From an optimization exercise on the open Yosys and OpenROAD flow, aimed at small area, a short achievable clock period and few clock cycles per item; shortcuts taken in it are not production practice.
RTL that was checked went through simulation tests only; none was proved equivalent to the original.

## build 58
## ntt256
module ntt256 (
    input  wire        clk,
    input  wire        rst_n,
    input  wire        start,
    output wire        done,
    output wire [7:0]  ram_addr_a,
    output wire        ram_we_a,
    output wire [23:0] ram_wdata_a,
    input  wire [23:0] ram_rdata_a,
    output wire [7:0]  ram_addr_b,
    output wire        ram_we_b,
    output wire [23:0] ram_wdata_b,
    input  wire [23:0] ram_rdata_b
);
Size: about 610 flip-flops, roughly 47000 um^2 of cells after synthesis.
clock: 10.0 ns
lec_check: 0
cap_margin: 20
core_margin: 2
core_utilization: 40
slew_margin: 20
synth_memory_max_bits: 8192
standard.sh (not shown) runs the stock make flow with config.mk's settings and CLKGATE_MAP_FILE= SYNTH_SCRIPT=/design/flow/synth_recipe.tcl, a recipe that flattens the netlist after the stock synthesis.
==> flow/flow/run.sh <==
#!/bin/bash
# Standard layout (the standard.sh), with timing repair aiming for 6 ns of setup slack.
set -euo pipefail
bash standard.sh SETUP_SLACK_MARGIN=6 finish > standard_flow.log 2>&1
Testbench counts of build 58, summed over its fixed seeds: cycles 18,720, ntts 18.
The following lists how build 51 was set up differently from build 58:
==> flow/flow/run.sh <==
#!/bin/bash
# Standard layout (the standard.sh), with timing repair aiming for 6.8 ns of setup slack.
set -euo pipefail
bash standard.sh SETUP_SLACK_MARGIN=6.8 finish > standard_flow.log 2>&1
- Summary: with build 58 as the reference, number of vias in the routed layout in build 51 moved up by a little under 10%.
- Build 51 improves on build 58 in time the worst path needs with I/O delays and setup.
- In build 51 the non-clock buffer total of the final layout turned out 140% higher than in build 58.
- The beginning of the critical path comes out u_ntt.r1[24]$_DFF_P_ in one run and u_ntt.e[1]$_DFF_P_ in the other, namely in build 51 and build 58 respectively.
- Combined flip-flop and latch cell area was lower in the run labelled build 58.
- Status | build 51 and build 58 | clean

========
Setup of the previous run:
Another version of the RTL of ntt256 (not shown whole).
For scale: about 5800 cells after synthesis, about 530 flip-flops, about 0.045 mm2 of cells after synthesis.
==> flow/design.v (excerpt) <==
module ntt256 (
    input  wire        clk,
    input  wire        rst_n,
    input  wire        start,
    output wire        done,
    output wire [7:0]  ram_addr_a,
    output wire        ram_we_a,
    output wire [23:0] ram_wdata_a,
    input  wire [23:0] ram_rdata_a,
    output wire [7:0]  ram_addr_b,
    output wire        ram_we_b,
    output wire [23:0] ram_wdata_b,
    input  wire [23:0] ram_rdata_b
);
Settings: LEC_CHECK=0, ABC_AREA=1, CAP_MARGIN=20, CORE_MARGIN=2, CORE_UTILIZATION=40, SLEW_MARGIN=20, SYNTH_MEMORY_MAX_BITS=8192; clock period 10.0 ns.
==> flow/flow/run.sh <==
#!/bin/bash
# Standard layout (the standard.sh), with timing repair aiming for 7.1 ns of setup slack.
set -euo pipefail
bash standard.sh SETUP_SLACK_MARGIN=7.1 finish > standard_flow.log 2>&1
Testbench counts of the previous run, summed over its fixed seeds: cycles 18,702, ntts 18.
diff inputs: the previous run => the current run
- setting SETUP_SLACK_MARGIN to 5 for the first time
==> flow/run.sh (new file) <==
#!/bin/bash
# synth_recipe.tcl (not shown) runs the flow's synth.tcl, then flattens the netlist and writes it again
# the make line also repeats each setting of config.mk as NAME=value (left out here)
make -C /OpenROAD-flow-scripts/flow DESIGN_CONFIG=/design/flow/config.mk WORK_HOME=/design/flow/orfs CLKGATE_MAP_FILE= SYNTH_SCRIPT=/design/flow/synth_recipe.tcl finish
removed: flow/flow/run.sh
removed: flow/standard.sh
## What came out
In terms of final-report hold violation count, the previous run and the current run differ only marginally.
Per the comparison of the current run with the previous run, worst clock skew on the final layout now larger; net total in the final layout now smaller.
Looking at design area, the current run sits 16% lower than the previous run does.
Diff the previous run -> the current run: clock period minus final worst setup slack up 1610 ps; number of search-and-repair iterations in the first detailed-routing pass went down by 2; utilization shows a reduction of 8.7 points.

--- another note on this design; it stands on its own ---

==> trial 20 <==
Design ntt256, start of the top module:
module ntt256 (
    input  wire        clk,
    input  wire        rst_n,
    input  wire        start,
    output wire        done,
    output wire [7:0]  ram_addr_a,
    output wire        ram_we_a,
    output wire [23:0] ram_wdata_a,
    input  wire [23:0] ram_rdata_a,
    output wire [7:0]  ram_addr_b,
    output wire        ram_we_b,
    output wire [23:0] ram_wdata_b,
    input  wire [23:0] ram_rdata_b
);
==> flow/config.mk <==
export PLATFORM = sky130hd
export DESIGN_NAME = ntt256
export DESIGN_NICKNAME = ntt256
export VERILOG_FILES = /design/flow/design.v
export SDC_FILE = /design/flow/constraint.sdc
export NUM_CORES = 4
export LEC_CHECK = 0
export ABC_AREA = 1
export CAP_MARGIN = 20
export CORE_MARGIN = 2
export CORE_UTILIZATION = 40
export SLEW_MARGIN = 20
export SYNTH_MEMORY_MAX_BITS = 8192
==> flow/constraint.sdc <==
create_clock -name core_clock -period 10.0 [get_ports {clk}]
set_input_delay 2.0000 -clock core_clock [delete_from_list [all_inputs] [get_ports {clk}]]
set_output_delay 2.0000 -clock core_clock [all_outputs]
set_load 0.01 [all_outputs]
standard.sh (not shown) runs the stock make flow with config.mk's settings and CLKGATE_MAP_FILE= SYNTH_SCRIPT=/design/flow/synth_recipe.tcl, a recipe that flattens the netlist after the stock synthesis.
==> flow/flow/run.sh <==
#!/bin/bash
# Standard layout (the standard.sh), with timing repair aiming for 6.8 ns of setup slack.
set -euo pipefail
bash standard.sh SETUP_SLACK_MARGIN=6.8 finish > standard_flow.log 2>&1
==> build 41 (differences from trial 20) <==
--- a/flow/design.v
+++ b/flow/design.v
@@ -1677,16 +1677,15 @@
         rd_b <= ram_rdata_b[22:0];
         case (ph)
             2'd2:    begin v <= h2;   ua <= x;    end
             2'd1:    begin v <= h3;   ua <= h1;   end
             default: begin v <= rd_b; ua <= rd_a; end
         endcase
-        h2 <= x;                      
         case (t[1:0])
-            2'd0: h3 <= y;
-            2'd1: h1 <= y;
+            2'd0: begin h2 <= x; h3 <= y; end
+            2'd1: begin h1 <= y; end
             default: ;
         endcase
         ms   <= mul_s;
         mc   <= mul_c;
         md   <= mul_d;
         prod <= prod_sum;
==> results.txt <==
Of build 41 and trial 20, build 41 has the higher worst setup slack (gap 0.061 ns). Cell area: trial 20 is higher than build 41 (1.4%). Global-route usage: build 41 is lower than trial 20 (2.4 points). First-iteration DRC count: trial 20 is higher than build 41 (7.6%).
==> figures <==
Outcome: build 41 complete, no violations; trial 20 complete, no violations
Nonclk buf count: build 41 387; trial 20 424
Number of cell instances on the worst register-to-register path: build 41 13; trial 20 15
Fraction of standard cell area that is sequential: build 41 21.7%; trial 20 21.1%
Final worst setup slack: build 41 6.72 ns; trial 20 6.66 ns
Post CTS Setup Buffer Count: build 41 90; trial 20 151
Inst Count DP: build 41 7,213; trial 20 7,178
Transition time at the pin with the least slew margin: build 41 0.948 ns; trial 20 1.01 ns
Cell at the slowest stage of the critical path: build 41 o32ai_2; trial 20 dfstp_2
Testbench counts of build 41, summed over its fixed seeds: cycles 18,702, ntts 18.
For trial 20, only the layout was checked, not whether the RTL still works.

separate check: timing with driven ports:
The results above use ideal ports. As a check the final layouts listed here were re-extracted and re-timed, cells and wires unchanged. Step 1 assumes that a clkbuf_16 drives the clock port and a buf_2 every other input. Step 2 adds t to the input delays and takes it off the output delays; t is the mean of the earliest and latest rising clock arrival at the registers after step 1. Input paths then give back, and output paths get back, about the clock's delay inside the block. a / b / c = no drivers / after step 1 / after step 2; a / b = the first two.
| run | shift t [ns] | setup WS [ns] | pins driven straight from the clock port |
|---|---|---|---|
| build 58 | 0.688 | 5.831 / 5.831 / 5.831 | 1 |
| build 51 | 0.690 | 6.336 / 6.336 / 6.336 | 1 |
| the previous run | 0.754 | 6.674 / 6.598 / 6.657 | 1 |
| the current run | 0.738 | 5.066 / 5.066 / 5.066 | 1 |
| trial 20 | 0.765 | 6.657 / 6.578 / 6.551 | 1 |
| build 41 | 0.714 | 6.718 / 6.654 / 6.718 | 1 |
After both steps setup and hold are still met in every run listed. The setup slack of trial 20, which loses most, moves by -0.079 ns with the drivers and by -0.106 ns with both steps.
